This is an optimization exercise on Yosys and OpenROAD, whose aim is small area, not a production implementation. In this exercise RTL edits were held to simulation tests only and were not proved equivalent to the original.

==> flow/design.v <==
module pulse_arrays_fa (input wire a, input wire b, input wire c, output wire s, output wire co);
    assign {co, s} = a + b + c;
endmodule
module pulse_arrays_ha (input wire a, input wire b, output wire s, output wire co);
    assign {co, s} = a + b;
endmodule
module pulse_arrays_mac (
    input  wire [7:0]  a,
    input  wire [7:0]  b,
    input  wire [15:0] acc,
    output wire [15:0] y
);
    wire pp_0_0 = a[0] & b[0];
    wire pp_0_1 = a[0] & b[1];
    wire pp_0_2 = a[0] & b[2];
    wire pp_0_3 = a[0] & b[3];
    wire pp_0_4 = a[0] & b[4];
    wire pp_0_5 = a[0] & b[5];
    wire pp_0_6 = a[0] & b[6];
    wire pp_0_7 = a[0] & b[7];
    wire pp_1_0 = a[1] & b[0];
    wire pp_1_1 = a[1] & b[1];
    wire pp_1_2 = a[1] & b[2];
    wire pp_1_3 = a[1] & b[3];
    wire pp_1_4 = a[1] & b[4];
    wire pp_1_5 = a[1] & b[5];
    wire pp_1_6 = a[1] & b[6];
    wire pp_1_7 = a[1] & b[7];
    wire pp_2_0 = a[2] & b[0];
    wire pp_2_1 = a[2] & b[1];
    wire pp_2_2 = a[2] & b[2];
    wire pp_2_3 = a[2] & b[3];
    wire pp_2_4 = a[2] & b[4];
    wire pp_2_5 = a[2] & b[5];
    wire pp_2_6 = a[2] & b[6];
    wire pp_2_7 = a[2] & b[7];
    wire pp_3_0 = a[3] & b[0];
    wire pp_3_1 = a[3] & b[1];
    wire pp_3_2 = a[3] & b[2];
    wire pp_3_3 = a[3] & b[3];
    wire pp_3_4 = a[3] & b[4];
    wire pp_3_5 = a[3] & b[5];
    wire pp_3_6 = a[3] & b[6];
    wire pp_3_7 = a[3] & b[7];
    wire pp_4_0 = a[4] & b[0];
    wire pp_4_1 = a[4] & b[1];
    wire pp_4_2 = a[4] & b[2];
    wire pp_4_3 = a[4] & b[3];
    wire pp_4_4 = a[4] & b[4];
    wire pp_4_5 = a[4] & b[5];
    wire pp_4_6 = a[4] & b[6];
    wire pp_4_7 = a[4] & b[7];
    wire pp_5_0 = a[5] & b[0];
    wire pp_5_1 = a[5] & b[1];
    wire pp_5_2 = a[5] & b[2];
    wire pp_5_3 = a[5] & b[3];
    wire pp_5_4 = a[5] & b[4];
    wire pp_5_5 = a[5] & b[5];
    wire pp_5_6 = a[5] & b[6];
    wire pp_5_7 = a[5] & b[7];
    wire pp_6_0 = a[6] & b[0];
    wire pp_6_1 = a[6] & b[1];
    wire pp_6_2 = a[6] & b[2];
    wire pp_6_3 = a[6] & b[3];
    wire pp_6_4 = a[6] & b[4];
    wire pp_6_5 = a[6] & b[5];
    wire pp_6_6 = a[6] & b[6];
    wire pp_6_7 = a[6] & b[7];
    wire pp_7_0 = a[7] & b[0];
    wire pp_7_1 = a[7] & b[1];
    wire pp_7_2 = a[7] & b[2];
    wire pp_7_3 = a[7] & b[3];
    wire pp_7_4 = a[7] & b[4];
    wire pp_7_5 = a[7] & b[5];
    wire pp_7_6 = a[7] & b[6];
    wire pp_7_7 = a[7] & b[7];
    wire s0, c0;
    pulse_arrays_ha u1 (.a(acc[0]), .b(pp_0_0), .s(s0), .co(c0));
    wire s1, c1;
    pulse_arrays_fa u2 (.a(acc[1]), .b(pp_0_1), .c(pp_1_0), .s(s1), .co(c1));
    wire s2, c2;
    pulse_arrays_ha u3 (.a(c0), .b(s1), .s(s2), .co(c2));
    wire s3, c3;
    pulse_arrays_fa u4 (.a(acc[2]), .b(pp_0_2), .c(pp_1_1), .s(s3), .co(c3));
    wire s4, c4;
    pulse_arrays_fa u5 (.a(pp_2_0), .b(c1), .c(s3), .s(s4), .co(c4));
    wire s5, c5;
    pulse_arrays_ha u6 (.a(c2), .b(s4), .s(s5), .co(c5));
    wire s6, c6;
    pulse_arrays_fa u7 (.a(acc[3]), .b(pp_0_3), .c(pp_1_2), .s(s6), .co(c6));
    wire s7, c7;
    pulse_arrays_fa u8 (.a(pp_2_1), .b(pp_3_0), .c(c3), .s(s7), .co(c7));
    wire s8, c8;
    pulse_arrays_fa u9 (.a(s6), .b(c4), .c(s7), .s(s8), .co(c8));
    wire s9, c9;
    pulse_arrays_ha u10 (.a(c5), .b(s8), .s(s9), .co(c9));
    wire s10, c10;
    pulse_arrays_fa u11 (.a(acc[4]), .b(pp_0_4), .c(pp_1_3), .s(s10), .co(c10));
    wire s11, c11;
    pulse_arrays_fa u12 (.a(pp_2_2), .b(pp_3_1), .c(pp_4_0), .s(s11), .co(c11));
    wire s12, c12;
    pulse_arrays_fa u13 (.a(c6), .b(s10), .c(s11), .s(s12), .co(c12));
    wire s13, c13;
    pulse_arrays_fa u14 (.a(c7), .b(s12), .c(c8), .s(s13), .co(c13));
    wire s14, c14;
    pulse_arrays_fa u15 (.a(acc[5]), .b(pp_0_5), .c(pp_1_4), .s(s14), .co(c14));
    wire s15, c15;
    pulse_arrays_fa u16 (.a(pp_2_3), .b(pp_3_2), .c(pp_4_1), .s(s15), .co(c15));
    wire s16, c16;
    pulse_arrays_fa u17 (.a(pp_5_0), .b(c10), .c(c11), .s(s16), .co(c16));
    wire s17, c17;
    pulse_arrays_fa u18 (.a(s14), .b(s15), .c(c12), .s(s17), .co(c17));
    wire s18, c18;
    pulse_arrays_ha u19 (.a(s16), .b(s17), .s(s18), .co(c18));
    wire s19, c19;
    pulse_arrays_fa u20 (.a(acc[6]), .b(pp_0_6), .c(pp_1_5), .s(s19), .co(c19));
    wire s20, c20;
    pulse_arrays_fa u21 (.a(pp_2_4), .b(pp_3_3), .c(pp_4_2), .s(s20), .co(c20));
    wire s21, c21;
    pulse_arrays_fa u22 (.a(pp_5_1), .b(pp_6_0), .c(c14), .s(s21), .co(c21));
    wire s22, c22;
    pulse_arrays_fa u23 (.a(c15), .b(s19), .c(s20), .s(s22), .co(c22));
    wire s23, c23;
    pulse_arrays_fa u24 (.a(c16), .b(s21), .c(s22), .s(s23), .co(c23));
    wire s24, c24;
    pulse_arrays_ha u25 (.a(c17), .b(s23), .s(s24), .co(c24));
    wire s25, c25;
    pulse_arrays_fa u26 (.a(acc[7]), .b(pp_0_7), .c(pp_1_6), .s(s25), .co(c25));
    wire s26, c26;
    pulse_arrays_fa u27 (.a(pp_2_5), .b(pp_3_4), .c(pp_4_3), .s(s26), .co(c26));
    wire s27, c27;
    pulse_arrays_fa u28 (.a(pp_5_2), .b(pp_6_1), .c(pp_7_0), .s(s27), .co(c27));
    wire s28, c28;
    pulse_arrays_fa u29 (.a(c19), .b(c20), .c(s25), .s(s28), .co(c28));
    wire s29, c29;
    pulse_arrays_fa u30 (.a(s26), .b(s27), .c(c21), .s(s29), .co(c29));
    wire s30, c30;
    pulse_arrays_fa u31 (.a(c22), .b(s28), .c(s29), .s(s30), .co(c30));
    wire s31, c31;
    pulse_arrays_ha u32 (.a(c23), .b(c24), .s(s31), .co(c31));
    wire s32, c32;
    pulse_arrays_fa u33 (.a(acc[8]), .b(pp_1_7), .c(pp_2_6), .s(s32), .co(c32));
    wire s33, c33;
    pulse_arrays_fa u34 (.a(pp_3_5), .b(pp_4_4), .c(pp_5_3), .s(s33), .co(c33));
    wire s34, c34;
    pulse_arrays_fa u35 (.a(pp_6_2), .b(pp_7_1), .c(c25), .s(s34), .co(c34));
    wire s35, c35;
    pulse_arrays_fa u36 (.a(c26), .b(c27), .c(s32), .s(s35), .co(c35));
    wire s36, c36;
    pulse_arrays_fa u37 (.a(s33), .b(c28), .c(s34), .s(s36), .co(c36));
    wire s37, c37;
    pulse_arrays_fa u38 (.a(s35), .b(c29), .c(s36), .s(s37), .co(c37));
    wire s38, c38;
    pulse_arrays_ha u39 (.a(c30), .b(s37), .s(s38), .co(c38));
    wire s39, c39;
    pulse_arrays_fa u40 (.a(acc[9]), .b(pp_2_7), .c(pp_3_6), .s(s39), .co(c39));
    wire s40, c40;
    pulse_arrays_fa u41 (.a(pp_4_5), .b(pp_5_4), .c(pp_6_3), .s(s40), .co(c40));
    wire s41, c41;
    pulse_arrays_fa u42 (.a(pp_7_2), .b(c32), .c(c33), .s(s41), .co(c41));
    wire s42, c42;
    pulse_arrays_fa u43 (.a(s39), .b(s40), .c(c34), .s(s42), .co(c42));
    wire s43, c43;
    pulse_arrays_fa u44 (.a(c35), .b(s41), .c(s42), .s(s43), .co(c43));
    wire s44, c44;
    pulse_arrays_fa u45 (.a(c36), .b(c37), .c(s43), .s(s44), .co(c44));
    wire s45, c45;
    pulse_arrays_fa u46 (.a(acc[10]), .b(pp_3_7), .c(pp_4_6), .s(s45), .co(c45));
    wire s46, c46;
    pulse_arrays_fa u47 (.a(pp_5_5), .b(pp_6_4), .c(pp_7_3), .s(s46), .co(c46));
    wire s47, c47;
    pulse_arrays_fa u48 (.a(c39), .b(c40), .c(s45), .s(s47), .co(c47));
    wire s48, c48;
    pulse_arrays_fa u49 (.a(s46), .b(c41), .c(s47), .s(s48), .co(c48));
    wire s49, c49;
    pulse_arrays_fa u50 (.a(c42), .b(s48), .c(c43), .s(s49), .co(c49));
    wire s50, c50;
    pulse_arrays_fa u51 (.a(acc[11]), .b(pp_4_7), .c(pp_5_6), .s(s50), .co(c50));
    wire s51, c51;
    pulse_arrays_fa u52 (.a(pp_6_5), .b(pp_7_4), .c(c45), .s(s51), .co(c51));
    wire s52, c52;
    pulse_arrays_fa u53 (.a(c46), .b(s50), .c(c47), .s(s52), .co(c52));
    wire s53, c53;
    pulse_arrays_fa u54 (.a(s51), .b(c48), .c(s52), .s(s53), .co(c53));
    wire s54, c54;
    pulse_arrays_fa u55 (.a(acc[12]), .b(pp_5_7), .c(pp_6_6), .s(s54), .co(c54));
    wire s55, c55;
    pulse_arrays_fa u56 (.a(pp_7_5), .b(c50), .c(s54), .s(s55), .co(c55));
    wire s56, c56;
    pulse_arrays_fa u57 (.a(c51), .b(s55), .c(c52), .s(s56), .co(c56));
    wire s57, c57;
    pulse_arrays_fa u58 (.a(acc[13]), .b(pp_6_7), .c(pp_7_6), .s(s57), .co(c57));
    wire s58, c58;
    pulse_arrays_fa u59 (.a(c54), .b(s57), .c(c55), .s(s58), .co(c58));
    wire s59, c59;
    pulse_arrays_fa u60 (.a(acc[14]), .b(pp_7_7), .c(c57), .s(s59), .co(c59));
    wire [11:0] hi0 = {acc[15], s59, s58, c53, s53, c44, c38, c31, s30, c18, s18, c9};
    wire [11:0] hi1 = {c59, c58, c56, s56, c49, s49, s44, s38, s31, s24, c13, s13};
    assign y = {hi0 + hi1, s9, s5, s2, s0};
endmodule
module pulse_arrays #(
    parameter   WIDTH_left     =   8,
    parameter   WIDTH_up       =   8,
    parameter   WIDTH_out      =   16,
    parameter   Mritx_M   =   4,
    parameter   Mritx_N   =   4,
    parameter   Mritx_L   =   4,
    parameter   Mritx_LOG2_size  =   10
)(
    input   clk,
    input   rst,
    input   wire    valid_left,
    input   wire    valid_up,
    input   wire  [31:0]   left,
    input   wire  [31:0]   up,
    output  reg     ready,
    output  wire  [63:0]   product
);
reg  [4:0] cnt;      
always @(posedge clk) begin
    if (!rst) begin
        cnt   <= 5'd0;
        ready <= 1'b0;
    end else if (cnt == 5'd0) begin
        ready <= 1'b1;
        if (valid_left & valid_up)
            cnt <= 5'd1;
    end else begin
        ready <= (cnt == 5'd24);
        cnt   <= (cnt == 5'd24) ? 5'd0 : cnt + 5'd1;
    end
end
wire first = (cnt[1:0] == 2'd3);    
wire last  = (cnt[1:0] == 2'd2);    
reg  [7:0] b [0:15];
integer n;
always @(posedge clk) begin
    for (n = 1; n < 16; n = n + 1)
        if (n % 4 != 0) b[n] <= b[n-1];
    b[0]  <= valid_up ? up[7:0]   : b[15];
    b[4]  <= valid_up ? up[15:8]  : b[3];
    b[8]  <= valid_up ? up[23:16] : b[7];
    b[12] <= valid_up ? up[31:24] : b[11];
end
reg  [7:0]  a0 [0:3], a1 [0:3], a2 [0:3], a3 [0:3];
reg  [15:0] acc [0:3];
reg  [15:0] r0 [0:3], r1 [0:3], r2 [0:3];
wire [15:0] sum [0:3];
genvar i;
generate
    for (i = 0; i < 4; i = i + 1) begin : row
        pulse_arrays_mac mac (
            .a   (a2[i]),
            .b   (b[2]),
            .acc (first ? 16'd0 : acc[i]),
            .y   (sum[i])
        );
        always @(posedge clk) begin
            a0[i]  <= valid_left ? left[8*i +: 8] : a3[i];
            a1[i]  <= a0[i];
            a2[i]  <= a1[i];
            a3[i]  <= a2[i];
            acc[i] <= sum[i];
            r0[i]  <= last ? sum[i] : r2[i];
            r1[i]  <= r0[i];
            r2[i]  <= r1[i];
        end
        assign product[16*i +: 16] = r0[i];
    end
endgenerate
endmodule
==> flow/run.sh <==
#!/bin/bash
# synth_recipe.tcl (not shown) runs the flow's synth.tcl, then flattens the netlist and writes it again
# the make line also repeats each setting of config.mk as NAME=value (left out here)
make -C /OpenROAD-flow-scripts/flow DESIGN_CONFIG=/design/flow/config.mk WORK_HOME=/design/flow/orfs CLKGATE_MAP_FILE= SYNTH_SCRIPT=/design/flow/synth_recipe.tcl finish
==> flow/config.mk <==
export PLATFORM = sky130hd
export DESIGN_NAME = pulse_arrays
export DESIGN_NICKNAME = pulse_arrays
export VERILOG_FILES = /design/flow/design.v
export SDC_FILE = /design/flow/constraint.sdc
export NUM_CORES = 4
export LEC_CHECK = 0
export CAP_MARGIN = 20
export CORE_MARGIN = 2
export CORE_UTILIZATION = 40
export CTS_BUF_LIST = sky130_fd_sc_hd__clkbuf_4
export PLACE_DENSITY = 0.6
export SLEW_MARGIN = 20
export SYNTH_HIERARCHICAL = 1
==> flow/constraint.sdc <==
create_clock -name core_clock -period 5.0 [get_ports {clk}]
set_input_delay 1.0000 -clock core_clock [delete_from_list [all_inputs] [get_ports {clk}]]
set_output_delay 1.0000 -clock core_clock [all_outputs]
set_load 0.01 [all_outputs]
==> summary.md, run 1 <==
| Metric | Value |
|---|---|
| Status | no timing/DRC/antenna violations |
| Sequential share of the synthesized area | 49.8% |
| Final setup violation count | 0 |
| Hold Path Class | reg2reg |
| Vias in the first global route | 13,069 |
| H-tree depth | 4 |
| Clk sinks | 518 |
| Clock insertion delay at the later pin of the skew report | 0.94 ns |
| GR Overflow Total | 0 |
| Ys flop type | dfxtp_1 |
| Max-cap violations | 0 |
| Vias | 11,647 |
| Global-route wire length before repair | 68,600 um |
| Post-layout min period | 4.80 ns |
| Layout area overhead | 19.7% |
| Post-Layout Cell Count | 2,547 |
| Clk slew on worst S/H paths | 0.06 ns |
| TritonCTS clock tree | built |
| Crit. End Element | register |
| Setup TNS | 0 ns |
| Post-Place Cells | 2,302 |
| R2R Setup Slk | 0.20 ns |
| Post-route antenna net violation count | 0 |
| Die extent in x | 232 um |
| FF+latch count, synth | 518 |
| Vias per Instance | 4.57 |
| Largest cells by area after synthesis | dfxtp_1 50%, fa_1 20%, and2_1 7.9%, mux2_2 6.9%, ha_1 4.8% |
| TritonCTS Buffers | 135 |
| Clock Skew | 0.0675 ns |
| Syn. warnings | 25 |
| CP Launch Type | register |
| FMAX | 208 MHz |
| Pre-antenna DRT Iters | 4 |
| Critical path fanouts, max | 19 |
| GRT Resource Usage Total | 16.5% |
| # fillers | 4,677 |
| Final period util | 96.0% |
| Detailed Place HPWL | 27,700 um |
| Initial core utilization | 40.5% |
| Slew headroom | 29.4% |
| # port buffers | 132 |
| DRT iter0 DRCs | 356 |
| RSZ-0062 raised after global routing | false |
| Cell with the most instances after synthesis | dfxtp_1 |
| Post-synth net total | 1,868 |
| Mean Syn Cell Area | 13.8 sq um |
| NumNets Final | 2,122 |
| Root buf cell | clkbuf_4 |
| Max Slew Vio Count | 0 |
| Core Region | 51,400 sq um |
| Worst path arrival time | 5.62 ns |
| Total Die Area | 53,900 sq um |
| Max clock buf depth | 3 |
| FP Rows | 83 |
| Largest net degree at the start of global routing | 65 |
| Average wire per cell in the routed design | 16.5 um |
| Detailed Route WL | 41,900 um |
| Antenna violations before repair | 5 |
| Unique masters post-synth | 38 |
| Cells after Synth | 1,509 |
| Worst slew pin tran | 1.06 ns |
| FFs w/ async S/R, synth | 0% |
| Synth top area share | 49.8% |
| Io pins | 133 |
| EDFF count, synth | 0 |
| Layout cells sized above 1 | 21.2% |
| Final Hold Vio Count | 0 |
| Mapped Area | 20,800 sq um |
| Synth cell count leaders | 518 x dfxtp_1, 264 x and2_1, 212 x fa_1 |
| Crit path kind | reg2reg |
| WP data required | 5.82 ns |
| Routability Congestion | 0.790 |
| Chip height | 232 um |
| Cell taking the most area after synthesis | dfxtp_1 |
| DRC | 0 |
==> per-module statistics from Yosys (local to each module, per instance) <==
module            cells inside  flip-flops and latches  times used  area, sq um
pulse_arrays_fa              1                       0         208         20.0
pulse_arrays_ha              1                       0          32         12.5
pulse_arrays               761                     518           1        12500
pulse_arrays_mac           127                       0           4          933
==> kinds of logic after synthesis <==
kind of cell    Yosys count  synth area share (%)
compound gates           91                  3.40
xor+xnor                 46                  1.94
fa+ha+maj               291                  25.2
buf+inv                  46                  1.20
flops                   518                  49.8
mux                     129                  6.98
simple gates            388                  11.5
==> state kept, by name (all words and copies together) (netlist names) <==
name,count
b,128
acc,64
r0,64
r1,64
r2,64
a0,32
a1,32
a2,32
a3,32
cnt,5
ready,1
==> worst max-delay path, cell delays in order, from the launching register on <==
cell	delay (ns)
dfxtp_2	0.38
ha_4	0.23
buf_12	0.18
nor2b_1	0.08
fa_1	0.46
fa_1	0.47
fa_1	0.53
fa_1	0.41
ha_1	0.28
ha_1	0.33
and3_4	0.18
a2111oi_4	0.41
a21oi_2	0.15
a41oi_2	0.22
xnor2_1	0.10
mux2_2	0.26
==> timing repair <==
action,CTS,global route
endpoints found under the setup margin,2,16
gates cloned,0,1
resized for setup,2,11
pin swaps,0,3
hold buffers,0,0
setup buffers,0,3
==> cell usage in the layout (no fill, tap or decap), drive strengths merged, types with 5 or more instances in the layout <==
| master | synthesis | layout |
|---|---|---|
| clkbuf | 13 | 194 |
| nor3 | 8 | 8 |
| a21o | 12 | 12 |
| mux2 | 128 | 128 |
| buf | 29 | 28 |
| xor2 | 17 | 17 |
| diode | 0 | 7 |
| clkdlybuf4s50 | 0 | 130 |
| inv | 4 | 9 |
| xnor2 | 29 | 29 |
| a21oi | 36 | 36 |
| nor2 | 9 | 9 |
| and3 | 10 | 10 |
| and2 | 264 | 264 |
| ha | 79 | 79 |
| clkinv | 0 | 29 |
| nand3 | 6 | 6 |
| nor2b | 65 | 65 |
| nand2 | 8 | 8 |
| a211oi | 5 | 5 |
| nand4 | 13 | 13 |
| bufinv | 0 | 5 |
| a2111oi | 9 | 9 |
| dfxtp | 518 | 518 |
| fa | 212 | 212 |
| o21ai | 10 | 10 |
==> stage by stage <==
| stage | setup WS (ns) | area (sq um) | hold slack (ns) | utilization [%] |
|---|---|---|---|---|
| floorplan | 0.0282 | 20800 | 0.310 | - |
| global placement | 0.142 | 23000 | 0.309 | 44.8 |
| detailed placement | 0.00306 | 23000 | 0.312 | 44.8 |
| CTS | 0.0351 | 24800 | 0.277 | 48.2 |
| global route | 0.00202 | 24900 | 0.299 | 48.5 |
| finish | 0.202 | 24900 | 0.288 | 48.5 |
==> worst paths after layout <==
check	start	to	cells past startpoint
min reg2reg	r1[2][5]	r2[2][5]	0
min	r1[2][5]	r2[2][5]	0
max	cnt[0]	r0[1][15]	15
max reg2reg	cnt[0]	r0[1][15]	15
==> cell type report <==
| type | instances | area [sq um] | area share (%) |
|---|---|---|---|
| Sequential cell | 518 | 10400 | 41.6 |
| Multi-Input combinational cell | 945 | 10200 | 41.1 |
| Timing Repair Buffer | 159 | 1630 | 6.55 |
| Clock buffer | 193 | 1450 | 5.82 |
| Tap cell | 680 | 851 | 3.42 |
| Clock inverter | 41 | 327 | 1.31 |
| Antenna cell | 7 | 17.5 | 0.0703 |
| Inverter | 4 | 15.0 | 0.0603 |
==> per-layer routing <==
metal / track usage, % / share of wire [%]
met5: 0 / 0
met4: 7.05 / 2.2
met3: 4.79 / 4.7
met2: 26.7 / 49
met1: 20.6 / 44
==> inputs of run 2 (changes only) <==
--- a/flow/config.mk
+++ b/flow/config.mk
@@ -8,7 +8,7 @@
 export CAP_MARGIN = 20
 export CORE_MARGIN = 2
 export CORE_UTILIZATION = 40
-export CTS_BUF_LIST = sky130_fd_sc_hd__clkbuf_4
+export CTS_BUF_LIST = sky130_fd_sc_hd__clkbuf_8
 export PLACE_DENSITY = 0.6
 export SLEW_MARGIN = 20
 export SYNTH_HIERARCHICAL = 1
==> run 2 against run 1 <==
- wire length shrank 0.87%
- synthesized cell count is the same
- count of clock-buffer cells in the layout shrank 88
- core utilization grew 0.21 points
- synthesized area unchanged
- critical path type unchanged
- critical endpoint is now r0[3][12]
==> summary.md, run 2 <==
| Metric | Value |
|---|---|
| TritonCTS Buffers | 86 (-36%) |
| Synth cell count leaders | 518 x dfxtp_1, 264 x and2_1, 212 x fa_1 |
| Post-route antenna net violation count | 0 (unchanged) |
| Max Slew Vio Count | 0 (unchanged) |
| Io pins | 133 (unchanged) |
| Complex-gate fraction of the synthesized area | 3.40% (unchanged) |
| GRT Resource Usage Total | 16.1% (-0.46 points) |
| Detailed Route WL | 41,600 um (-0.87%) |
| XOR/XNOR Fraction of Synth Area | 1.94% (unchanged) |
| Reg-to-Reg Start | cnt[1] |
| Final Hold Vio Count | 0 (unchanged) |
| Clk slew on worst S/H paths | 0.06 ns (about the same) |
| FFs w/ async S/R, synth | 0% (unchanged) |
| Core Region | 51,400 sq um (unchanged) |
| Post-synth net total | 1,868 (unchanged) |
| Hold-fix buffers at CTS | 0 (unchanged) |
| Largest family of logic cells by synthesized area | adder cells |
| Post-layout min period | 4.78 ns (-0.0228 ns) |
| CP peak stage delay | 0.49 ns (-0.04 ns) |
| # port buffers | 132 (unchanged) |
| Critical-path cell list | ha_4 > buf_12 > nor2b_1 > fa_1 > fa_1 > fa_1 > fa_1 > ha_1 > fa_1 > a211oi_2 > o21bai_1 > a2111oi_1 > nor3_1 > xor2_1 > mux2_2 |
| Routability Congestion | 0.790 (unchanged) |
| Sequential share of the synthesized area | 49.8% (unchanged) |
| Vias in the first global route | 12,668 (-3.1%) |
| Layout area overhead | 20.3% |
| Largest cells by area after synthesis | dfxtp_1 50%, fa_1 20%, and2_1 7.9%, mux2_2 6.9%, ha_1 4.8% |
| Status | no timing/DRC/antenna violations |
| Post-Synth Simple-Gate Area | 11.5% (unchanged) |
| Crit path kind | reg2reg |
| Layout cells sized above 1 | 17.8% (-3.4 points) |
| Design Area, Final | 25,000 sq um (+0.44%) |
| Critical path fanouts, max | 16 (-3) |
| Unique masters post-synth | 38 (unchanged) |
| Top reg by flops | b |
| Max-cap violations | 0 (unchanged) |
| Seq. cell area | 10,400 sq um (about the same) |
| Area occupied by multi-input gates | 10,200 sq um (about the same) |
| Hold Path Class | reg2reg |
| Largest net degree at the start of global routing | 65 (unchanged) |
| Post-Layout Cell Count | 2,459 (-3.5%) |
| # fillers | 4,593 (-1.8%) |
| Initial core utilization | 40.5% (unchanged) |
| Average wire per cell in the routed design | 16.9 um (+2.7%) |
| Clock insertion delay at the later pin of the skew report | 0.66 ns (-0.28 ns) |
| Detailed Place HPWL | 27,700 um (unchanged) |
| Cell with the most instances after synthesis | dfxtp_1 |
| Slew headroom | 29.4% (+0.061 points) |
| DRC | 0 (unchanged) |
| Slowest-stage cell, CP | fa_1 |
| FP Rows | 83 (unchanged) |
| Max reg flops | 128 (unchanged) |
| Mapped Area | 20,800 sq um (unchanged) |
| Final setup violation count | 0 (unchanged) |
| Antenna violations before repair | 2 (-3) |
| Chip height | 232 um (unchanged) |
| Syn. warnings | 25 (unchanged) |
| CP Launch Type | register |
| Final period util | 95.5% (-0.46 points) |
| End of the critical path | r0[3][12] |
| FF+latch count, synth | 518 (unchanged) |
| Vias per Instance | 4.59 (+0.28%) |
| Reg-to-Reg End | r0[3][12] |
| Cells after Synth | 1,509 (unchanged) |
| Post-route worst setup slack | 0.225 ns (+0.0228 ns) |
| TritonCTS clock tree | built |
| Post-Place Cells | 2,302 (unchanged) |
| Mean Syn Cell Area | 13.8 sq um (unchanged) |
| Vias | 11,276 (-3.2%) |
| Max clock buf depth | 3 (unchanged) |
| Clock Skew | 0.0316 ns (-0.0359 ns) |
| Clk sinks | 518 (unchanged) |
| Die extent in x | 232 um (unchanged) |
| Synth top area share | 49.8% (unchanged) |
| Setup TNS | 0 ns (unchanged) |
| EDFF count, synth | 0 (unchanged) |
| Worst reg2reg path depth | 15 (unchanged) |
| NumNets Final | 2,073 (-2.3%) |
| WP data required | 5.53 ns (-0.29 ns) |
| H-tree depth | 3 (-1) |
| Cell taking the most area after synthesis | dfxtp_1 |
| Worst slew pin tran | 1.06 ns (-0.000910 ns) |
| Crit. End Element | register |
| Worst path arrival time | 5.31 ns (-0.31 ns) |
| DRT iter0 DRCs | 360 (+1.1%) |
| Ys flop type | dfxtp_1 |
| R2R Setup Slk | 0.22 ns (+0.02 ns) |
| Most frequent cells in the layout | 515 x dfxtp_1, 264 x and2_1, 212 x fa_1, 130 x clkdlybuf4s50_1, 128 x mux2_2 |
| Pre-antenna DRT Iters | 4 (unchanged) |
| Root buf cell | clkbuf_8 |
| Global-route wire length before repair | 67,500 um (-1.6%) |
| Worst setup startpoint | cnt[1] |
| GR Overflow Total | 0 (unchanged) |
| DP Worst Slack | 0.00306 ns (unchanged) |
| Total Die Area | 53,900 sq um (unchanged) |
| Adder-cell area share of the yosys netlist | 25.2% (unchanged) |
| Area post-placement | 23,000 sq um (unchanged) |
| N_diodes | 0 (-7) |
| Most used cell, CP | fa_1 |
| FMAX | 209 MHz (+0.48%) |
| Mux cell area share after synthesis | 6.98% (unchanged) |
| Most common cell after layout, fill and taps aside | dfxtp_1 |
run 2: cell counts after synthesis:
No cell type changed its count.
run 2: critical path, delay by kind of cell, from the launching register on:
family,cells,cell delay [ns]
fa+ha+maj,7,2.59
compound gates,3,0.85
flops,1,0.38
mux,1,0.28
simple gates,2,0.22
xor+xnor,1,0.17
buf+inv,1,0.16
run 2: per-stage QoR:
step / hold slack (ns) / util (%)
after floorplan: 0.310 / -
after global placement: 0.309 / 44.8
after detailed placement: 0.312 / 44.8
after CTS: 0.306 / 48.5
after global routing: 0.314 / 48.7
final: 0.307 / 48.7
run 2: per-module statistics from Yosys, one instance, submodules excluded:
module | cell area, sq um | cells | flip-flops and latches
pulse_arrays | 12500 | 761 | 518
pulse_arrays_fa | 20.0 | 1 | 0
pulse_arrays_ha | 12.5 | 1 | 0
pulse_arrays_mac | 933 | 127 | 0
run 2: cells by family after synthesis:
kind of cell             Yosys count
flip-flops                       518
AND/OR/NAND/NOR                  388
adder cells (fa/ha/maj)          291
multiplexers                     129
AO/OA/AOI/OAI                     91
XOR/XNOR                          46
buffers and inverters             46
run 2: cell type report:
cell class | instances | share of cell area [%]
Inverter | 4 | 0.0600
Tap cell | 680 | 3.40
Clock inverter | 48 | 1.79
Multi-Input combinational cell | 945 | 40.9
Clock buffer | 105 | 5.78
Sequential cell | 518 | 41.5
Timing Repair Buffer | 159 | 6.59
run 2: worst min-delay path by stage:
stage | slack [ns] | to | depth (start not counted) | startpoint
2_1_floorplan | 0.31 | a1[0][0] | 0 | a0[0][0]
3_3_place_gp | 0.31 | b[6][7] | 0 | b[5][7]
3_5_place_dp | 0.31 | a1[1][1] | 0 | a0[1][1]
4_1_cts | 0.31 | a2[3][6] | 0 | a1[3][6]
5_1_grt | 0.31 | a2[3][6] | 0 | a1[3][6]
6_report | 0.31 | a2[3][6] | 0 | a1[3][6]
run 2: timing repair:
action	CTS	global route
gates resized for setup	1	11
hold endpoints to repair	0	0
endpoints found under the setup margin	1	18
pin swaps	0	4
gates cloned	0	2
setup buffers	0	2
run 2: routing by layer:
metal,share of wire (%),track usage [%],up-vias,routed length (um)
li1,-,-,5378,-
met1,45,20.7,5651,18900
met2,49,26.3,178,20200
met3,3.7,3.94,69,1560
met4,2.3,5.43,0,936
met5,0,0,-,0
==> inputs of run 3 (changes only) <==
--- a/flow/config.mk
+++ b/flow/config.mk
@@ -9,6 +9,8 @@
 export CORE_MARGIN = 2
 export CORE_UTILIZATION = 40
 export CTS_BUF_LIST = sky130_fd_sc_hd__clkbuf_8
+export CTS_CLUSTER_DIAMETER = 60
+export CTS_CLUSTER_SIZE = 16
 export PLACE_DENSITY = 0.6
 export SLEW_MARGIN = 20
 export SYNTH_HIERARCHICAL = 1
==> run 3 against run 2 <==
- critical path type unchanged
- cell count is 3.7% lower
- synthesized cell count stayed put
- largest cell class unchanged
- die area stayed put
- highest routed layer unchanged
- global-route usage is 0.46 points lower
- clock skew is 0.0086 ns lower
- maximum frequency is 0.13% higher
- design area is 4.2% lower
- non-clock buffer count is 1 higher
- synthesized area stayed put
==> summary.md, run 3 <==
| Metric | Value |
|---|---|
| Status | no timing/DRC/antenna violations |
| Vias in the first global route | 12,177 (-3.9%) |
| Detailed Route WL | 40,300 um (-3.1%) |
| Most frequent cells in the layout | 516 x dfxtp_1, 264 x and2_1, 212 x fa_1, 130 x clkdlybuf4s50_1, 128 x mux2_2 |
| Max reg flops | 128 (unchanged) |
| Cells after Synth | 1,509 (unchanged) |
| Detailed Place HPWL | 27,700 um (unchanged) |
| Average wire per cell in the routed design | 17.0 um (+0.55%) |
| Cell taking the most area after synthesis | dfxtp_1 |
| EDFF count, synth | 0 (unchanged) |
| Final period util | 95.4% (-0.12 points) |
| FFs w/ async S/R, synth | 0% (unchanged) |
| Synth top area share | 49.8% (unchanged) |
| FMAX | 210 MHz (+0.13%) |
| Vias | 10,989 (-2.5%) |
| Die extent in x | 232 um (unchanged) |
| Syn. warnings | 25 (unchanged) |
| NumNets Final | 2,032 (-2.0%) |
| Clk slew on worst S/H paths | 0.10 ns (+0.04 ns) |
| Cell with the most instances after synthesis | dfxtp_1 |
| XOR/XNOR Fraction of Synth Area | 1.94% (unchanged) |
| Worst setup startpoint | cnt[1] |
| Vias per Instance | 4.64 (+1.2%) |
| Global-route wire length before repair | 66,000 um (-2.3%) |
| Worst hold stages | 0 (unchanged) |
| End of the critical path | r0[3][12] |
| Post-Layout Cell Count | 2,369 (-3.7%) |
| Unique masters post-synth | 38 (unchanged) |
| Antenna violations before repair | 3 (+1) |
| Mux cell area share after synthesis | 6.98% (unchanged) |
| Worst path arrival time | 5.29 ns (-0.02 ns) |
| Critical path fanouts, max | 16 (unchanged) |
| Initial core utilization | 40.5% (unchanged) |
| Crit. End Element | register |
| Max Slew Vio Count | 0 (unchanged) |
| Clk sinks | 518 (unchanged) |
| Core Region | 51,400 sq um (unchanged) |
| Synth cell count leaders | 518 x dfxtp_1, 264 x and2_1, 212 x fa_1 |
| Largest net degree at the start of global routing | 65 (unchanged) |
| Clock insertion delay at the later pin of the skew report | 0.63 ns (-0.03 ns) |
| CP Launch Type | register |
| Most common cell after layout, fill and taps aside | dfxtp_1 |
| Total Die Area | 53,900 sq um (unchanged) |
| FF+latch count, synth | 518 (unchanged) |
| # port buffers | 132 (unchanged) |
| Final core utilization | 46.6% (-2.0 points) |
| Largest cells by area after synthesis | dfxtp_1 50%, fa_1 20%, and2_1 7.9%, mux2_2 6.9%, ha_1 4.8% |
| Max-cap violations | 0 (unchanged) |
| Adder-cell area share of the yosys netlist | 25.2% (unchanged) |
| Post-Place Cells | 2,302 (unchanged) |
| Reg-to-Reg Start | cnt[1] |
| Final setup violation count | 0 (unchanged) |
| Post-synth net total | 1,868 (unchanged) |
| GR Overflow Total | 0 (unchanged) |
| Worst hold slack | 0.324 ns (+0.0173 ns) |
| Post-Synth Simple-Gate Area | 11.5% (unchanged) |
| R2R Setup Slk | 0.23 ns (about the same) |
| Worst reg2reg path depth | 15 (unchanged) |
| Top reg by flops | b |
| N_diodes | 0 (unchanged) |
| Crit path kind | reg2reg |
| WP data required | 5.52 ns (about the same) |
| Clock Skew | 0.0230 ns (-0.00858 ns) |
| Mapped Area | 20,800 sq um (unchanged) |
| TritonCTS Buffers | 44 (-49%) |
| Largest family of logic cells by synthesized area | adder cells |
| Post-route antenna net violation count | 0 (unchanged) |
| Pre-antenna DRT Iters | 4 (unchanged) |
| Chip height | 232 um (unchanged) |
| Complex-gate fraction of the synthesized area | 3.40% (unchanged) |
| DRT iter0 DRCs | 347 (-3.6%) |
| Mean Syn Cell Area | 13.8 sq um (unchanged) |
| Routability Congestion | 0.790 (unchanged) |
| DP Worst Slack | 0.00306 ns (unchanged) |
| Worst slew pin tran | 0.951 ns (-0.108 ns) |
| Max clock buf depth | 3 (unchanged) |
| Layout area overhead | 15.3% |
| Sequential share of the synthesized area | 49.8% (unchanged) |
| TritonCTS clock tree | built |
| Ys flop type | dfxtp_1 |
| Layout cells sized above 1 | 14.4% (-3.4 points) |
| GRT Resource Usage Total | 15.6% (-0.46 points) |
| Final Hold Vio Count | 0 (unchanged) |
| H-tree depth | 2 (-1) |
| Post-route worst setup slack | 0.231 ns (+0.00611 ns) |
| Reg-to-Reg End | r0[3][12] |
| Root buf cell | clkbuf_8 |
| DRC | 0 (unchanged) |
| Io pins | 133 (unchanged) |
| FP Rows | 83 (unchanged) |
| Slew headroom | 36.6% (+7.2 points) |
| Post-layout min period | 4.77 ns (-0.00612 ns) |
| Hold Path Class | reg2reg |
[run 3: area by class of cell]
cell class                      instances  area, sq um
Clock inverter                         17          216
Clock buffer                           45          619
Timing Repair Buffer                  160         1660
Tap cell                              680          851
Sequential cell                       518        10400
Multi-Input combinational cell        945        10200
Fill cell                            4637        27400
Inverter                                4         15.0
[run 3: what timing repair did]
item / CTS / global route
pin swaps: 0 / 4
buffers inserted: 0 / 3
hold buffers: 0 / 0
setup endpoints to repair: 2 / 17
resized for setup: 2 / 10
cloned: 0 / 1
[run 3: metrics by stage]
step,area [sq um],setup TNS (ns)
CTS,23900,0
global route,24000,-0.0956
floorplan,20800,0
global placement,23000,0
detailed placement,23000,0
finish,24000,0
[run 3: worst min-delay path by stage]
stage	to	slack, ns	startpoint
after global placement	b[6][7]	0.31	b[5][7]
after detailed placement	a1[1][1]	0.31	a0[1][1]
final	r2[2][15]	0.32	r1[2][15]
after floorplan	a1[0][0]	0.31	a0[0][0]
after CTS	r2[3][1]	0.32	r1[3][1]
after global routing	a1[3][7]	0.32	a0[3][7]
[run 3: metal layers]
layer	global-route usage, %	wire, um
met1	20.8	18300
met3	2.66	1590
met2	26.0	19500
met5	0	0
met4	4.45	838
[run 3: worst max-delay path: stages (launching register included)]
cell and delay [ns]:
dfxtp_1 0.39, ha_4 0.19, buf_12 0.16, nor2b_1 0.08, fa_1 0.49, fa_1 0.40, fa_1 0.41, fa_1 0.46
ha_1 0.24, fa_1 0.41, a211oi_2 0.23, o21bai_1 0.13, a2111oi_1 0.49, nor3_1 0.14, xor2_1 0.17, mux2_2 0.28
[run 3: cells by family after synthesis]
family,count (synthesis)
flip-flops,518
AND/OR/NAND/NOR,388
adder cells (fa/ha/maj),291
multiplexers,129
AO/OA/AOI/OAI,91
XOR/XNOR,46
buffers and inverters,46
[run 3: modules after synthesis, one instance, submodules excluded]
module / times used / flip-flops and latches / area [sq um] / cells
pulse_arrays_mac: 4 / 0 / 933 / 127
pulse_arrays_fa: 208 / 0 / 20.0 / 1
pulse_arrays_ha: 32 / 0 / 12.5 / 1
pulse_arrays: 1 / 518 / 12500 / 761
==> inputs of run 4 (changes only) <==
--- a/flow/config.mk
+++ b/flow/config.mk
@@ -8,9 +8,6 @@
 export CAP_MARGIN = 20
 export CORE_MARGIN = 2
 export CORE_UTILIZATION = 40
-export CTS_BUF_LIST = sky130_fd_sc_hd__clkbuf_8
-export CTS_CLUSTER_DIAMETER = 60
-export CTS_CLUSTER_SIZE = 16
 export PLACE_DENSITY = 0.6
 export SLEW_MARGIN = 20
 export SYNTH_HIERARCHICAL = 1
==> run 4 against run 3 <==
- count of clock-buffer cells in the layout increased by 28
- highest routed layer unchanged
- sequential share of layout area decreased by 1.6 points
==> summary.md, run 4 <==
| Metric | Value |
|---|---|
| Largest cells by area after synthesis | dfxtp_1 50%, fa_1 20%, and2_1 7.9%, mux2_2 6.9%, ha_1 4.8% |
| Max Slew Vio Count | 0 (unchanged) |
| Most frequent cells in the layout | 516 x dfxtp_1, 264 x and2_1, 212 x fa_1, 130 x clkdlybuf4s50_1, 128 x mux2_2 |
| Final period util | 95.2% (-0.15 points) |
| FFs w/ async S/R, synth | 0% (unchanged) |
| Status | no timing/DRC/antenna violations |
| Routability Congestion | 0.790 (unchanged) |
| Most common cell after layout, fill and taps aside | dfxtp_1 |
| Ys flop type | dfxtp_1 |
| Post-route antenna net violation count | 0 (unchanged) |
| Worst slew pin tran | 1.05 ns (+0.103 ns) |
| Io pins | 133 (unchanged) |
| Worst path arrival time | 5.25 ns (-0.04 ns) |
| FMAX | 210 MHz (+0.16%) |
| Max-cap violations | 0 (unchanged) |
| Die extent in x | 232 um (unchanged) |
| DRC | 0 (unchanged) |
| Global-route wire length before repair | 66,900 um (+1.3%) |
| Pre-antenna DRT Iters | 4 (unchanged) |
| # port buffers | 132 (unchanged) |
| Clk sinks | 518 (unchanged) |
| Average wire per cell in the routed design | 17.0 um (about the same) |
| Root buf cell | clkbuf_16 |
| NumNets Final | 2,039 (+0.34%) |
| Metal2 WL | 19,800 um (+1.6%) |
| Mapped Area | 20,800 sq um (unchanged) |
| Top layer in use | met4 |
| Syn. warnings | 25 (unchanged) |
| Crit path kind | reg2reg |
| Clk slew on worst S/H paths | 0.06 ns (-0.04 ns) |
| Hold Path Class | reg2reg |
| Post-Synth Simple-Gate Area | 11.5% (unchanged) |
| Chip height | 232 um (unchanged) |
| FF+latch count, synth | 518 (unchanged) |
| Vias per Instance | 4.63 (-0.17%) |
| N_diodes | 0 (unchanged) |
| Mux cell area share after synthesis | 6.98% (unchanged) |
| Largest net degree at the start of global routing | 65 (unchanged) |
| Max reg flops | 128 (unchanged) |
| Clock Skew | 0.0213 ns (-0.00173 ns) |
| Initial core utilization | 40.5% (unchanged) |
| GR Overflow Total | 0 (unchanged) |
| Slowest-stage cell, CP | fa_1 |
| Sequential share of the synthesized area | 49.8% (unchanged) |
| Setup TNS | 0 ns (unchanged) |
| Cells after Synth | 1,509 (unchanged) |
| Post-layout min period | 4.76 ns (-0.00762 ns) |
| CP peak stage delay | 0.54 ns (+0.05 ns) |
| FP Rows | 83 (unchanged) |
| Cell with the most instances after synthesis | dfxtp_1 |
| H-tree depth | 2 (unchanged) |
| Clock insertion delay at the later pin of the skew report | 0.61 ns (-0.02 ns) |
| Max clock buf depth | 3 (unchanged) |
| XOR/XNOR Fraction of Synth Area | 1.94% (unchanged) |
| Antenna violations before repair | 4 (+1) |
| GRT Resource Usage Total | 15.8% (+0.22 points) |
| Largest family of logic cells by synthesized area | adder cells |
| Post-synth net total | 1,868 (unchanged) |
| Top reg by flops | b |
| Synth cell count leaders | 518 x dfxtp_1, 264 x and2_1, 212 x fa_1 |
| Final Hold Vio Count | 0 (unchanged) |
| Detailed Route WL | 40,800 um (+1.4%) |
| Detail Route met3 WL | 1640 um (+3.5%) |
| Total Die Area | 53,900 sq um (unchanged) |
| Slew headroom | 29.8% (-6.8 points) |
| Adder-cell area share of the yosys netlist | 25.2% (unchanged) |
| Layout cells sized above 1 | 15.5% (+1.1 points) |
| Design Area, Final | 24,900 sq um (+3.9%) |
| TritonCTS clock tree | built |
| Critical path fanouts, max | 16 (unchanged) |
| Complex-gate fraction of the synthesized area | 3.40% (unchanged) |
| Synth top area share | 49.8% (unchanged) |
| Unique masters post-synth | 38 (unchanged) |
| DRT iter0 DRCs | 335 (-3.5%) |
| Core Region | 51,400 sq um (unchanged) |
| EDFF count, synth | 0 (unchanged) |
| Detailed Place HPWL | 27,700 um (unchanged) |
| Vias | 11,118 (+1.2%) |
| Area post-placement | 23,000 sq um (unchanged) |
| Most used cell, CP | fa_1 |
| Final setup violation count | 0 (unchanged) |
| TritonCTS Buffers | 52 (+18%) |
| Vias in the first global route | 12,328 (+1.2%) |
| Layout area overhead | 19.7% |
| Worst hold slack | 0.311 ns (-0.0127 ns) |
| Critical-path cell list | ha_4 > buf_12 > nor2b_1 > fa_1 > fa_1 > fa_1 > fa_1 > ha_1 > ha_1 > and3_4 > a2111oi_4 > a21oi_2 > a41oi_2 > xnor2_1 > mux2_2 |
| WP data required | 5.49 ns (-0.03 ns) |
| Mean Syn Cell Area | 13.8 sq um (unchanged) |
| Wire length on met1 | 18,400 um (+0.35%) |
| Cell taking the most area after synthesis | dfxtp_1 |
| CP Launch Type | register |
| Crit. End Element | register |
## run 4: changes by cell type in the layout (fill, tap and decap cells not counted), moves of 2 or more
cell / change
inv_12: -2
clkbuf_16: +52
clkinv_8: -3
clkinvlp_4: +4
clkbuf_1: +12
clkbuf_8: -36
clkinv_2: +3
inv_1: -3
bufinv_16: +3
inv_16: +2
## run 4: critical path, delay by kind of cell, from the launching register on
family	cells	cell delay (ns)
fa+ha+maj	7	2.60
compound gates	3	0.80
simple gates	2	0.37
flops	1	0.35
mux	1	0.26
buf+inv	1	0.15
xor+xnor	1	0.10
## run 4: Yosys stat by module (local to each module, per instance)
module | copies in the design | cell area [sq um] | cells | flip-flops and latches
pulse_arrays | 1 | 12500 | 761 | 518
pulse_arrays_fa | 208 | 20.0 | 1 | 0
pulse_arrays_ha | 32 | 12.5 | 1 | 0
pulse_arrays_mac | 4 | 933 | 127 | 0
## run 4: logic make-up (layout without fill, tap and decap cells)
logic type	after synthesis	after routing
compound gates	91	91
xor+xnor	46	46
fa+ha+maj	291	291
buf+inv	46	258
flops	518	518
mux	129	129
simple gates	388	388
## run 4: path summary, 6_finish.rpt
check	startpoint	endpoint	slack, ns	cells past startpoint
max	cnt[0]	r0[3][15]	0.24	15
max reg2reg	cnt[0]	r0[3][15]	0.24	15
min	b[14][7]	b[15][7]	0.31	0
min reg2reg	b[14][7]	b[15][7]	0.31	0
## run 4: stage by stage
stage | instances | worst slack [ns] | utilization, %
after global routing | 2401 | -0.000380 | 48.5
after detailed placement | 2302 | 0.00306 | 44.8
after CTS | 2397 | 0.0319 | 48.3
final | 2401 | 0.238 | 48.5
after floorplan | 1509 | 0.0282 | -
after global placement | 2302 | 0.142 | 44.8
## run 4: area by class of cell
type / count / area [sq um]
inverter: 4 / 15.0
clock inverter: 22 / 327
sequential: 518 / 10400
tap: 680 / 851
timing repair buffer: 159 / 1630
clock buffer: 73 / 1470
multi-input combinational: 945 / 10200
fill: 4561 / 26500
## run 4: layer usage
layer  vias to the layer above  global-route usage [%]
met1                      5591                    20.9
met4                         0                    4.95
met2                       169                    26.5
met3                        66                    2.70
li1                       5292                       -
met5                         -                       0
## run 4: what timing repair did
item / CTS / global route
setup buffers: 0 / 3
hold buffers: 0 / 0
setup endpoints to repair: 3 / 20
pin swaps: 0 / 4
hold endpoints to repair: 0 / 0
cloned: 0 / 1
resized for setup: 3 / 9
==> inputs of run 5 (changes only) <==
==> flow/flow/run.sh (new file) <==
#!/bin/bash
# The standard layout flow, with one change: the buffers that
# buffer_ports puts on every input and output port are the smallest buffer
# cell (buf_1) instead of the cell buffer_ports picks by default.
set -euo pipefail
export BUFFER_PORTS_ARGS="-buffer_cell sky130_fd_sc_hd__buf_1"
bash standard.sh finish > standard.log 2>&1
==> flow/standard.sh (new file) <==
#!/bin/bash
# synth_recipe.tcl (not shown) runs the flow's synth.tcl, then flattens the netlist and writes it again
# the make line also repeats each setting of config.mk as NAME=value (left out here)
make -C /OpenROAD-flow-scripts/flow DESIGN_CONFIG=/design/flow/config.mk WORK_HOME=/design/flow/orfs CLKGATE_MAP_FILE= SYNTH_SCRIPT=/design/flow/synth_recipe.tcl "${@:-finish}"
--- a/flow/config.mk
+++ b/flow/config.mk
@@ -8,6 +8,9 @@
 export CAP_MARGIN = 20
 export CORE_MARGIN = 2
 export CORE_UTILIZATION = 40
+export CTS_BUF_LIST = sky130_fd_sc_hd__clkbuf_8
+export CTS_CLUSTER_DIAMETER = 60
+export CTS_CLUSTER_SIZE = 16
 export PLACE_DENSITY = 0.6
 export SLEW_MARGIN = 20
 export SYNTH_HIERARCHICAL = 1
removed: flow/run.sh
==> run 5 against run 4 <==
- core utilization shrank 3.5 points
- hold slack gained 0.0058 ns
- still clean on timing, DRC and antenna
- flip-flop and latch count is the same
- die area is the same
- critical endpoint is now r0[1][15]
==> summary.md, run 5 <==
| Metric | Value |
|---|---|
| Status | no timing/DRC/antenna violations |
| Detailed Route WL | 40,200 um (-1.6%) |
| Mapped Area | 20,800 sq um (unchanged) |
| CP Launch Type | register |
| Seq. cell area | 10,400 sq um (about the same) |
| Path length in cells of the critical path | 15 (unchanged) |
| Clock Skew | 0.0192 ns (-0.00204 ns) |
| Chip height | 232 um (unchanged) |
| FP Rows | 83 (unchanged) |
| Worst path arrival time | 5.30 ns (+0.05 ns) |
| Delay-heaviest family, CP | adder cells |
| Initial core utilization | 40.5% (unchanged) |
| Final period util | 95.4% (+0.16 points) |
| Setup TNS | 0 ns (unchanged) |
| Crit path kind | reg2reg |
| Ys flop type | dfxtp_1 |
| Worst slew pin tran | 1.06 ns (+0.00940 ns) |
| Cell taking the most area after synthesis | dfxtp_1 |
| Critical path fanouts, max | 26 (+10) |
| Vias | 11,021 (-0.87%) |
| Max clock buf depth | 3 (unchanged) |
| Cell with the most instances after synthesis | dfxtp_1 |
| Synth cell count leaders | 518 x dfxtp_1, 264 x and2_1, 212 x fa_1 |
| Top reg by flops | b |
| Most used cell, CP | fa_1 |
| Routability Congestion | 0.798 (+0.95%) |
| Max-cap violations | 0 (unchanged) |
| Total Die Area | 53,900 sq um (unchanged) |
| Vias in the first global route | 12,203 (-1.0%) |
| Root buf cell | clkbuf_8 |
| Layout cells sized above 1 | 14.2% (-1.3 points) |
| Die extent in x | 232 um (unchanged) |
| FMAX | 210 MHz (-0.17%) |
| FF+latch count, synth | 518 (unchanged) |
| RSZ-0062 raised after global routing | true |
| # port buffers | 132 (unchanged) |
| Post-Layout Cell Count | 2,363 (-1.6%) |
| GR Overflow Total | 0 (unchanged) |
| Layout area overhead | 11.2% |
| Post-synth net total | 1,868 (unchanged) |
| Post-route antenna net violation count | 0 (unchanged) |
| FFs w/ async S/R, synth | 0% (unchanged) |
| DRT iter0 DRCs | 410 (+22%) |
| NumNets Final | 2,024 (-0.74%) |
| Largest net degree at the start of global routing | 65 (unchanged) |
| Hold-fix buffers at CTS | 0 (unchanged) |
| Post-Place Cells | 2,296 (-0.26%) |
| Most common cell after layout, fill and taps aside | dfxtp_1 |
| Post-route worst setup slack | 0.230 ns (-0.00810 ns) |
| Most frequent cells in the layout | 515 x dfxtp_1, 264 x and2_1, 212 x fa_1, 130 x buf_1, 128 x mux2_2 |
| Buf/Inv on CP | 1 (unchanged) |
| N_diodes | 0 (unchanged) |
| Average wire per cell in the routed design | 17.0 um (about the same) |
| Area occupied by multi-input gates | 10,200 sq um (about the same) |
| DRC | 0 (unchanged) |
| Core Region | 51,400 sq um (unchanged) |
| Largest cells by area after synthesis | dfxtp_1 50%, fa_1 20%, and2_1 7.9%, mux2_2 6.9%, ha_1 4.8% |
| Clk slew on worst S/H paths | 0.10 ns (+0.04 ns) |
| Global-route wire length before repair | 66,100 um (-1.1%) |
| CP peak stage delay | 0.53 ns (about the same) |
| TritonCTS Buffers | 44 (-15%) |
| Critical-path cell list | ha_4 > buf_12 > nor2b_1 > fa_1 > fa_1 > fa_1 > fa_1 > ha_1 > ha_1 > and3_4 > a2111oi_4 > a21oi_2 > a41oi_2 > xnor2_1 > mux2_2 |
| Hold Path Class | reg2reg |
| EDFF count, synth | 0 (unchanged) |
| Clk sinks | 518 (unchanged) |
| WP data required | 5.53 ns (+0.04 ns) |
| Detailed Place HPWL | 28,000 um (+0.89%) |
| Synth top area share | 49.8% (unchanged) |
| Cells after Synth | 1,509 (unchanged) |
| Pre-antenna DRT Iters | 4 (unchanged) |
| H-tree depth | 2 (unchanged) |
| Antenna violations before repair | 3 (-1) |
| # fillers | 4,703 (+3.1%) |
| Worst reg2reg path depth | 15 (unchanged) |
| Mean Syn Cell Area | 13.8 sq um (unchanged) |
| Vias per Instance | 4.66 (+0.72%) |
| Final setup violation count | 0 (unchanged) |
| Io pins | 133 (unchanged) |
| Crit. End Element | register |
| Max reg flops | 128 (unchanged) |
| Final Hold Vio Count | 0 (unchanged) |
| Post-layout min period | 4.77 ns (+0.00810 ns) |
| Worst hold stages | 0 (unchanged) |
| Sequential share of the synthesized area | 49.8% (unchanged) |
| Slew headroom | 29.1% (-0.63 points) |
| Clock insertion delay at the later pin of the skew report | 0.64 ns (+0.03 ns) |
| Unique masters post-synth | 38 (unchanged) |
| Syn. warnings | 25 (unchanged) |
| Slowest-stage cell, CP | fa_1 |
| TritonCTS clock tree | built |
| GRT Resource Usage Total | 15.7% (-0.14 points) |
| Max Slew Vio Count | 0 (unchanged) |
| DP Worst Slack | 0.0374 ns (+0.0344 ns) |
-- run 5: cell count changes in the layout (fill, tap and decap cells not counted), moves of 3 or more --
cell	delta
clkbuf_16	-53
clkinv_8	+3
clkbuf_8	+38
buf_1	+130
buf_4	-9
clkbuf_1	-12
clkdlybuf4s50_1	-130
clkinvlp_4	-5
-- run 5: per-layer routing --
metal	wire length (um)	track usage [%]	up-vias
met5	0	0	-
met4	924	4.65	0
met3	1720	2.62	61
met2	19400	26.4	177
met1	18100	20.7	5553
li1	-	-	5230
-- run 5: final timing paths --
kind,slack [ns],to,from
max reg2reg,0.23,r0[1][15],cnt[0]
min,0.32,r2[3][10],r1[3][10]
max,0.23,r0[1][15],cnt[0]
min reg2reg,0.32,r2[3][10],r1[3][10]
-- run 5: final cells by class --
cell class	instances	area share, %
Sequential cell	518	44.8
Multi-Input combinational cell	945	44.2
Tap cell	680	3.68
Timing Repair Buffer	152	3.36
Clock buffer	47	2.80
Clock inverter	17	1.01
Inverter	4	0.0649
-- run 5: logic make-up after synthesis --
group	share of synthesized area, %
flops	49.8
simple gates	11.5
fa+ha+maj	25.2
mux	6.98
compound gates	3.40
xor+xnor	1.94
buf+inv	1.20
-- run 5: per-module statistics from Yosys, one instance, submodules excluded --
module / flip-flops and latches / times used
pulse_arrays_ha: 0 / 32
pulse_arrays_fa: 0 / 208
pulse_arrays_mac: 0 / 4
pulse_arrays: 518 / 1
-- run 5: metrics by stage --
stage	utilization, %	instance area, sq um	hold slack [ns]
3_5_place_dp	43.2	22200	0.312
4_1_cts	44.9	23100	0.315
3_3_place_gp	43.2	22200	0.310
2_1_floorplan	-	20800	0.310
6_report	45.0	23100	0.317
5_1_grt	45.0	23100	0.320
-- run 5: what timing repair did --
item                                    CTS  global route
endpoints found under the setup margin    1            20
resized for setup                         1            10
buffers inserted                          0             3
pin swaps                                 0             3
==> inputs of run 6 (changes only) <==
==> flow/flow/run.sh (replaced) <==
#!/bin/bash
# The standard layout flow, with two changes:
# - the buffers that buffer_ports puts on every input and output port are the
#   smallest buffer cell (buf_1) instead of the cell buffer_ports picks;
# - clock tree synthesis inserts no dummy loads (its other arguments are the
#   ones the standard flow derives from config.mk).
set -euo pipefail
export BUFFER_PORTS_ARGS="-buffer_cell sky130_fd_sc_hd__buf_1"
export CTS_ARGS="-sink_clustering_enable -repair_clock_nets -sink_clustering_size 16 -sink_clustering_max_diameter 60 -buf_list sky130_fd_sc_hd__clkbuf_8 -dont_use_dummy_load"
bash standard.sh finish > standard.log 2>&1
==> run 6 against run 5 <==
- maximum frequency is 0.27% lower
- wire length is 0.22% lower
- global-route usage hardly changed
- non-clock buffer count is 1 lower
- synthesized cell count stayed put
- highest routed layer unchanged
==> summary.md, run 6 <==
| Metric | Value |
|---|---|
| Status | no timing/DRC/antenna violations |
| Mapped Area | 20,800 sq um (unchanged) |
| Mux cell area share after synthesis | 6.98% (unchanged) |
| WP data required | 5.50 ns (-0.03 ns) |
| TritonCTS clock tree | built |
| Crit path kind | reg2reg |
| Adder-cell area share of the yosys netlist | 25.2% (unchanged) |
| Clk sinks | 518 (unchanged) |
| Total Die Area | 53,900 sq um (unchanged) |
| Core Region | 51,400 sq um (unchanged) |
| GR Overflow Total | 0 (unchanged) |
| Antenna violations before repair | 3 (unchanged) |
| XOR/XNOR Fraction of Synth Area | 1.94% (unchanged) |
| Max clock buf depth | 3 (unchanged) |
| Vias per Instance | 4.67 (+0.21%) |
| H-tree depth | 2 (unchanged) |
| N_diodes | 0 (unchanged) |
| Vias | 10,946 (-0.68%) |
| Final setup violation count | 0 (unchanged) |
| RSZ-0062 raised after global routing | true |
| GRT Resource Usage Total | 15.6% (-0.037 points) |
| Syn. warnings | 25 (unchanged) |
| Clk slew on worst S/H paths | 0.09 ns (about the same) |
| Post-Synth Simple-Gate Area | 11.5% (unchanged) |
| Worst path arrival time | 5.28 ns (-0.02 ns) |
| Root buf cell | clkbuf_8 |
| Post-route antenna net violation count | 0 (unchanged) |
| EDFF count, synth | 0 (unchanged) |
| Mean Syn Cell Area | 13.8 sq um (unchanged) |
| Synth cell count leaders | 518 x dfxtp_1, 264 x and2_1, 212 x fa_1 |
| Post-synth net total | 1,868 (unchanged) |
| Largest net degree at the start of global routing | 65 (unchanged) |
| Worst hold slack | 0.286 ns (-0.0312 ns) |
| Routability Congestion | 0.798 (unchanged) |
| Ys flop type | dfxtp_1 |
| DRC | 0 (unchanged) |
| Io pins | 133 (unchanged) |
| Area occupied by multi-input gates | 10,200 sq um (about the same) |
| # fillers | 4,724 (+0.45%) |
| # port buffers | 132 (unchanged) |
| R2R Setup Slk | 0.22 ns (about the same) |
| FFs w/ async S/R, synth | 0% (unchanged) |
| Detailed Route WL | 40,100 um (-0.22%) |
| Final Hold Vio Count | 0 (unchanged) |
| Unique masters post-synth | 38 (unchanged) |
| Average wire per cell in the routed design | 17.1 um (+0.68%) |
| DRT iter0 DRCs | 363 (-11%) |
| Clock Skew | 0.0751 ns (+0.0559 ns) |
| Critical path fanouts, max | 26 (unchanged) |
| Post-layout min period | 4.78 ns (+0.0128 ns) |
| FF+latch count, synth | 518 (unchanged) |
| Max reg flops | 128 (unchanged) |
| Layout area overhead | 9.79% |
| Crit. End Element | register |
| CP Launch Type | register |
| Synth top area share | 49.8% (unchanged) |
| Complex-gate fraction of the synthesized area | 3.40% (unchanged) |
| Initial core utilization | 40.5% (unchanged) |
| Detailed Place HPWL | 28,000 um (unchanged) |
| Die extent in x | 232 um (unchanged) |
| Largest cells by area after synthesis | dfxtp_1 50%, fa_1 20%, and2_1 7.9%, mux2_2 6.9%, ha_1 4.8% |
| Clock insertion delay at the later pin of the skew report | 0.63 ns (about the same) |
| Largest family of logic cells by synthesized area | adder cells |
| Max Slew Vio Count | 0 (unchanged) |
| FP Rows | 83 (unchanged) |
| Top reg by flops | b |
| Layout cells sized above 1 | 13.1% (-1.1 points) |
| Chip height | 232 um (unchanged) |
| Pre-antenna DRT Iters | 4 (unchanged) |
| NumNets Final | 2,023 (-0.049%) |
| Vias in the first global route | 12,172 (-0.25%) |
| Slew headroom | 28.6% (-0.51 points) |
| Seq. cell area | 10,400 sq um (about the same) |
| Worst slew pin tran | 1.07 ns (+0.00767 ns) |
| Cell with the most instances after synthesis | dfxtp_1 |
| Most common cell after layout, fill and taps aside | dfxtp_1 |
| Most frequent cells in the layout | 516 x dfxtp_1, 264 x and2_1, 212 x fa_1, 130 x buf_1, 128 x mux2_2 |
| TritonCTS Buffers | 44 (unchanged) |
| Hold-fix buffers at CTS | 0 (unchanged) |
| Cells after Synth | 1,509 (unchanged) |
| Max-cap violations | 0 (unchanged) |
| Cell taking the most area after synthesis | dfxtp_1 |
| FMAX | 209 MHz (-0.27%) |
| Hold Path Class | reg2reg |
| Final period util | 95.6% (+0.26 points) |
| Global-route wire length before repair | 65,900 um (-0.30%) |
| Sequential share of the synthesized area | 49.8% (unchanged) |
[run 6: cell types whose count changed in the layout (fill, tap and decap cells not counted), sizes merged]
cell	change
buf	-1
bufinv	-3
clkbuf	-3
clkinv	-4
clkinvlp	-1
inv	-9
[run 6: through the flow]
| stage | utilization, % | setup TNS, ns | cell area [sq um] | cells | setup slack [ns] |
|---|---|---|---|---|---|
| CTS | 44.3 | 0 | 22800 | 2340 | 0.00808 |
| global route | 44.4 | -0.0212 | 22800 | 2342 | -0.0212 |
| detailed placement | 43.2 | 0 | 22200 | 2296 | 0.0374 |
| floorplan | - | 0 | 20800 | 1509 | 0.0282 |
| global placement | 43.2 | 0 | 22200 | 2296 | 0.0675 |
| finish | 44.4 | 0 | 22800 | 2342 | 0.218 |
[run 6: layer usage]
metal | GRT usage, % | share of wire (%) | up-vias
li1 | - | - | 5207
met2 | 26.3 | 48 | 166
met5 | 0 | 0 | -
met4 | 4.71 | 2.4 | 0
met3 | 2.58 | 4.2 | 63
met1 | 20.7 | 45 | 5510
[run 6: layout make-up]
class | instances | share of cell area (%)
flip-flops and latches | 518 | 45.4
well taps | 680 | 3.72
clock buffers | 44 | 2.65
inverters | 4 | 0.0657
repair buffers | 151 | 3.35
multi-input cells | 945 | 44.8
[run 6: what timing repair did]
action                                  4_1_cts  5_1_grt
endpoints found under the setup margin        0       20
resized for setup                             0        8
buffers inserted                              0        2
[run 6: critical path, stage by stage (launching register included)]
cell	delay, ns
dfxtp_1	0.39
ha_4	0.21
buf_12	0.19
nor2b_1	0.09
fa_1	0.51
fa_1	0.41
fa_1	0.53
fa_1	0.41
ha_1	0.29
ha_1	0.34
and3_4	0.18
a2111oi_4	0.39
a21oi_2	0.14
a41oi_2	0.23
xnor2_1	0.10
mux2_2	0.26
[run 6: logic make-up (layout without fill, tap and decap cells)]
family	after synthesis	count (layout)
mux	129	129
xor+xnor	46	46
flops	518	518
fa+ha+maj	291	291
buf+inv	46	199
compound gates	91	91
simple gates	388	388
[run 6: worst paths after layout]
kind / start / end / depth (start not counted)
setup / recovery: cnt[1] / r0[0][15] / 15
hold / removal: a0[1][5] / a1[1][5] / 0
setup reg to reg: cnt[1] / r0[0][15] / 15
hold reg to reg: a0[1][5] / a1[1][5] / 0
[run 6: Yosys stat by module (local to each module, per instance)]
module / cells / cell area, sq um / times used
pulse_arrays_fa: 1 / 20.0 / 208
pulse_arrays_ha: 1 / 12.5 / 32
pulse_arrays_mac: 127 / 933 / 4
pulse_arrays: 761 / 12500 / 1

[afterwards: timing with drivers on the ports]
No port has a modelled driver above. Below, the same layouts with a new extraction and two added sets of constraints.
Step 1, drivers: a clkbuf_16 drives clk and a buf_2 each remaining input, both assumed.
Step 2, shift: input delay + t, output delay - t, t = (earliest + latest rising clock arrival at the registers) / 2. This alone moves slack from input paths to output paths.
Three values: no drivers, after step 1, after step 2; two values: the first two.
run | shift t [ns] | slack for setup (ns) | hold WS [ns] | slew at the worst register clock pin (ns)
run 1 | 0.960 | 0.202 / 0.202 / 0.202 | 0.288 / 0.288 / 0.288 | 0.08 / 0.08
run 2 | 0.703 | 0.225 / 0.225 / 0.225 | 0.307 / 0.307 / 0.307 | 0.07 / 0.07
run 3 | 0.676 | 0.231 / 0.231 / 0.231 | 0.324 / 0.324 / 0.324 | 0.10 / 0.10
run 4 | 0.653 | 0.238 / 0.238 / 0.238 | 0.311 / 0.311 / 0.311 | 0.07 / 0.07
run 5 | 0.678 | 0.230 / 0.230 / 0.230 | 0.317 / 0.317 / 0.317 | 0.10 / 0.10
run 6 | 0.641 | 0.218 / 0.218 / 0.218 | 0.286 / 0.286 / 0.286 | 0.10 / 0.10
After both steps setup and hold are still met in every run listed.
